From an optimization exercise on the open Yosys and OpenROAD flow, aimed at small area and a short achievable clock period; shortcuts taken in it are not production practice. The RTL of this run was laid out without a check of its function. Power is estimated from default activity; no workload was simulated.

`design/flow/config.mk`:
```
export PLATFORM = sky130hd
export DESIGN_NAME = CS
export DESIGN_NICKNAME = CS
export VERILOG_FILES = /design/flow/design.v
export SDC_FILE = /design/flow/constraint.sdc
export NUM_CORES = 4
export LEC_CHECK = 0
export CAP_MARGIN = 20
export CORE_MARGIN = 2
export CORE_UTILIZATION = 40
export SLEW_MARGIN = 20
```
`design/flow/constraint.sdc`:
```
create_clock -name core_clock -period 16.0 [get_ports {clk}]
set_input_delay 3.2000 -clock core_clock [delete_from_list [all_inputs] [get_ports {clk}]]
set_output_delay 3.2000 -clock core_clock [all_outputs]
set_load 0.01 [all_outputs]
```
`design/flow/design.v`:
```
`timescale 1ns/10ps
module CS(Y, X, reset, clk);
input clk, reset;
input [7:0] X;
output [9:0] Y;
reg [7:0] w [1:9];      
reg [9:1] v;            
reg [7:0] M;            
reg [3:0] R;            
reg [35:0] g;           
function integer idx;   
    input integer i, j;
    idx = (i - 1) * 9 - (i * (i - 1)) / 2 + (j - i) - 1;
endfunction
function [8:0] divmod9;
    input [7:0] v;
    reg [4:0] q;
    reg [7:0] r;
    begin
        q = v / 9;
        r = v - q * 9;
        divmod9 = {q, r[3:0]};
    end
endfunction
wire [7:0] x9 = v[9] ? w[9] : 8'd0;
wire [4:0] qx, q9;
wire [3:0] rx, r9;
assign {qx, rx} = divmod9(X);
assign {q9, r9} = divmod9(x9);
wire signed [5:0] t = $signed({2'b0, R}) + $signed({2'b0, rx}) - $signed({2'b0, r9});
wire t_neg = t[5];
wire t_big = !t[5] && (t >= 6'sd9);
wire [3:0] R_nxt = t_neg ? t[3:0] + 4'd9 : t_big ? t[3:0] - 4'd9 : t[3:0];
wire [7:0] M_nxt = M - {3'd0, q9} + {3'd0, qx} + {{7{t_neg}}, t_neg | t_big};
reg [35:0] G;           
reg [8:0] q, sel;
reg [7:0] A;
integer i, j;
always @* begin
    G = g;
    for (j = 2; j <= 9; j = j + 1) G[idx(1, j)] = (w[1] >= w[j]);
    for (i = 1; i <= 9; i = i + 1) q[i-1] = v[i] & (w[i] <= M);
    for (i = 1; i <= 9; i = i + 1) begin
        sel[i-1] = q[i-1];
        for (j = 1; j <= 9; j = j + 1)
            if (j < i) sel[i-1] = sel[i-1] & (~q[j-1] | ~G[idx(j, i)]);
            else if (j > i) sel[i-1] = sel[i-1] & (~q[j-1] | G[idx(i, j)]);
    end
    A = 8'd0;
    for (i = 1; i <= 9; i = i + 1) A = A | (w[i] & {8{sel[i-1]}});
end
wire [8:0] U = {1'b0, M} + {1'b0, A};
wire [9:0] T = {1'b0, U} + {6'd0, R};
assign Y = {1'b0, U} + {3'd0, T[9:3]};
always @(posedge clk) begin
    if (reset) begin
        M <= 8'd0;
        R <= 4'd0;
        v <= 9'd0;
    end else begin
        M <= M_nxt;
        R <= R_nxt;
        v <= {v[8:1], 1'b1};
    end
    w[1] <= X;
    for (i = 2; i <= 9; i = i + 1) w[i] <= w[i-1];
    for (i = 1; i <= 7; i = i + 1)
        for (j = i + 1; j <= 8; j = j + 1)
            g[idx(i + 1, j + 1)] <= G[idx(i, j)];
end
endmodule
```
`design/flow/flow/run.sh`:
```
#!/bin/bash
# Own layout flow: the standard ORFS flow (standard.sh), with
#  - synthesis mapped by an area-oriented ABC script (flow/abc.script) and
#    without extracting full/half-adder cells,
#  - a setup margin so that repair_timing aims below the clock period.
# Each step's full output goes to its own log file in this folder.
set -uo pipefail
SYNTH_VARS="ABC_AREA=1 ADDER_MAP_FILE= ABC_CLOCK_PERIOD_IN_PS=5000"
LAYOUT_VARS="SETUP_SLACK_MARGIN=6"
rm -rf myscripts
cp -r "$FLOW_HOME/scripts" myscripts
cp flow/abc.script myscripts/abc_area.script
bash standard.sh SCRIPTS_DIR="$PWD/myscripts" $SYNTH_VARS synth > synth.log 2>&1 || exit 1
bash standard.sh $LAYOUT_VARS finish > layout.log 2>&1 || exit 1
```
`design/flow/flow/abc.script`:
```
strash
dch
map -a
topo
stime -c
buffer -c
upsize -c
dnsize -c
```
`design/flow/standard.sh`:
```
#!/bin/bash
# synth_recipe.tcl (not shown) runs the flow's synth.tcl, then flattens the netlist and writes it again
# the make line also repeats each setting of config.mk as NAME=value (left out here)
make -C /OpenROAD-flow-scripts/flow DESIGN_CONFIG=/design/flow/config.mk WORK_HOME=/design/flow/orfs CLKGATE_MAP_FILE= SYNTH_SCRIPT=/design/flow/synth_recipe.tcl "${@:-finish}"
```
==> results.txt <==
CP startpoint=M[5]; RR Endpoint=M[7]; cts bufs inserted=17; Max clock buf depth=2; DRT antenna net count=0; CP required=12.80 ns; DR pass1 iterations=8; Worst path slowest cell=dfxtp_2; P&R area growth vs syn=28.0%; synth warn=2; switching share of power=0.469; power share of the clock group=0.179; wl on met1=10.7 mm; CTS H-tree depth=4; FF-to-FF setup slack=8.13 ns; CTS Root Buffer Type=clkbuf_16; WL per Instance=17.9 um; initial antenna violation count=0; r2r startpoint=w[9][7]; crit end category=output port; GRT Total Usage=0.249; Final #Nets=1174; clk slew on worst S/H paths=0.06 ns; CTS sink count=121; worst reg-to-reg path cell count=67; crit path DAT=6.68 ns; floorplan die area=19700 um^2; min-delay worst type=reg -> reg; post-layout minimum cycle time=9.88 ns; Pleak=0.00425 uW; Skew-Pair Late Insertion Delay=0.42 ns; Least-Margin Pin Slew=1.10 ns; # IOs=20; area of the mapped netlist=7440 um^2; row count=49; vias=7989; fill count=1771; total global routing overflow=0; DR top layer=met4; setup violation total in the final timing report=0; post-synthesis sequential area ratio=0.326; post-DP HPWL=17.7 mm; routability cong.=0.928; prevailing post-synth register cell=dfxtp_1; Iter 0 DRT Violations=793; Cells after Synth=1084; CTS tree=done; n_diodes=0; DRC Markers=0; share of cells above drive strength 1=0.272; Crit Path Class=reg -> out; reported net switching power=992 uW; final hold violation count=0; status=finished clean; Final Skew=0.00799 ns; max_slew headroom=0.251; number of global-route vias before repair=7245; Power Density=222 nW/um^2; Max Slew Vio Count=0; met2 WL=11.7 mm; Yosys reg bits=121; Max VDD drop=0.345 mV; crit path to=Y[7]; die width=140 um; first-pass GRT wire length=38.3 mm; CP Max Fanout=9; drt total wl=25.2 mm; IO Port Bufs=19; Largest stage delay, worst path=0.41 ns; Setup TNS=0 ns; largest net degree at the start of global routing=22; logic gate share of total power=0.629; Max Cap Viol=0; post-synthesis cell type count=57; Post-synth EDFFs=0; Tot Pwr=2120 uW; Vias/cell=5.68; Die Height=140 um; RSZ-0062 raised after global routing=true; Flop pwr share=0.192; Net Count, Synth=1094; core region area=18100 um^2; Met3 Routed Length=1.96 mm; Setup crit start kind=flop; period utilisation layout=0.617; fmax=101 MHz; initial core utilization=0.411; P_int=1120 uW; ys async rst share=0; Syn Area/Cell=6.86 um^2
[timing repair]
action / CTS / global route
resized for setup: 89 / 122
setup endpoints to repair: 14 / 12
setup buffers: 39 / 26
pin swaps: 22 / 58
hold buffers: 0 / 0
[how the worst min path moves through the flow]
stage	start	endpoint	slack, ns	depth (start not counted)
global placement	w[4][6]	w[5][6]	0.34	0
CTS	w[4][6]	w[5][6]	0.34	0
finish	w[4][6]	w[5][6]	0.35	0
detailed placement	w[4][6]	w[5][6]	0.34	0
global route	w[4][6]	w[5][6]	0.35	0
floorplan	w[1][0]	w[2][0]	0.33	0
[stage by stage]
stage	cell area, um^2	setup WS, ns	cells	utilization	hold WS (ns)
final	9520	6.12	1406	0.526	0.345
after detailed placement	7830	4.84	1309	0.433	0.336
after floorplan	7440	6.39	1084	-	0.329
after CTS	8970	5.92	1380	0.496	0.344
after global placement	7830	4.90	1309	0.433	0.336
after global routing	9520	5.78	1406	0.526	0.354
[kinds of logic after synthesis]
logic type,share of synthesized area
flops,0.326
xor+xnor,0.0585
simple gates,0.215
fa+ha+maj,0.00976
buf+inv,0.117
compound gates,0.273
mux,0.00135
[state kept, by name, indices dropped and copies added (netlist names)]
signal and flops:
M 8, R 4, w 72, g 28, v 9
[area by class of cell]
cell class | count | area, um^2 | share of cell area
clock buffers | 18 | 439 | 0.0461
clock inverters | 14 | 138 | 0.0145
inverters | 208 | 807 | 0.0848
multi-input cells | 731 | 4740 | 0.498
flip-flops and latches | 121 | 2450 | 0.257
well taps | 229 | 287 | 0.0301
repair buffers | 85 | 658 | 0.0691
[power by group through the flow]
| stage | combinational (uW) | clock (uW) | sequential (uW) |
|---|---|---|---|
| floorplan | 850 | 0 | 363 |
| global placement | 1090 | 0 | 404 |
| detailed placement | 1090 | 0 | 404 |
| CTS | 1180 | 381 | 402 |
| global route | 1460 | 394 | 410 |
| finish | 1330 | 378 | 406 |
[cell usage in the layout, fill, tap and decap left out, drive strengths merged, types with 3 or more instances in the layout]
cell and n:
a31oi 5, maj3 7, o221ai 22, o21ai 47, nand3 12, xnor2 14
nand2 137, o211ai 4, nand4 3, a211oi 4, a22oi 23, clkinvlp 8
nor3 15, inv 208, a221oi 20, clkbuf 24, a21oi 79, clkdlybuf4s50 9
o221a 3, clkinv 5, a2111oi 10, buf 68, a32o 3, or2 5
nor2 195, xor2 34, o22ai 65, dfxtp 121, o2111ai 5, nor4 4
a2111o 3
[synth_stat cells, types with 4 or more instances]
library cell / count / area [um^2]
a2111oi_0: 10 / 87.6
a211oi_1: 4 / 30.0
a21oi_1: 74 / 370
a21oi_2: 4 / 35.0
a221oi_1: 20 / 175
a22oi_1: 22 / 165
a31oi_1: 5 / 31.3
clkbuf_1: 22 / 82.6
dfxtp_1: 121 / 2420
inv_1: 177 / 664
inv_2: 28 / 105
maj3_1: 5 / 50.1
nand2_1: 129 / 484
nand2_2: 8 / 50.1
nand3_1: 12 / 60.1
nor2_1: 180 / 676
nor2_2: 12 / 75.1
nor3_1: 10 / 50.1
nor3_2: 4 / 40.0
nor4_1: 4 / 25.0
o2111ai_1: 5 / 43.8
o211ai_1: 4 / 30.0
o21ai_0: 35 / 175
o21ai_1: 5 / 25.0
o21ai_2: 6 / 52.6
o221ai_1: 22 / 193
o22ai_1: 65 / 407
or2_2: 4 / 25.0
xnor2_1: 13 / 114
xor2_1: 33 / 289
[critical path: cells and delay by family, from the launching register on]
family / cells / cell delay (ns)
AOI/OAI and AO/OA: 8 / 2.03
xor gates and xnor gates: 2 / 0.34
adders and majority gates: 1 / 0.33
buffers and inverters: 11 / 1.27
DFF: 1 / 0.41
and+or+nand+nor: 15 / 1.87
[routing by layer]
metal / vias up / global-route usage
li1: 3844 / -
met5: - / 0
met4: 0 / 0.0920
met1: 3714 / 0.327
met3: 71 / 0.0496
met2: 360 / 0.405

==> port drivers added, routing unchanged <==
Ports are ideal in the flow. The routed layout listed here was re-timed in OpenROAD. Step 1 assumes that a clkbuf_16 drives the clock port and a buf_2 every other input. Step 2 moves the port delays by t, midway between the first and last clock arrival at a register: inputs arrive t later, outputs are due t later. That takes back most of the time a late clock gives input paths. Three values: ideal ports, drivers, drivers and shift; two values: the first two.
shift t [ns]: 0.463
setup WS [ns]: 6.124 / 6.081 / 5.964
latest minus earliest clock arrival (ns): 0.010 / 0.011
worst register clock-pin slew, ns: 0.06 / 0.06
cell pins on the clock port's net: 1
After both steps setup and hold are still met in this run. For this run, drivers alone change the setup slack by -0.043 ns; drivers and shift together by -0.160 ns.
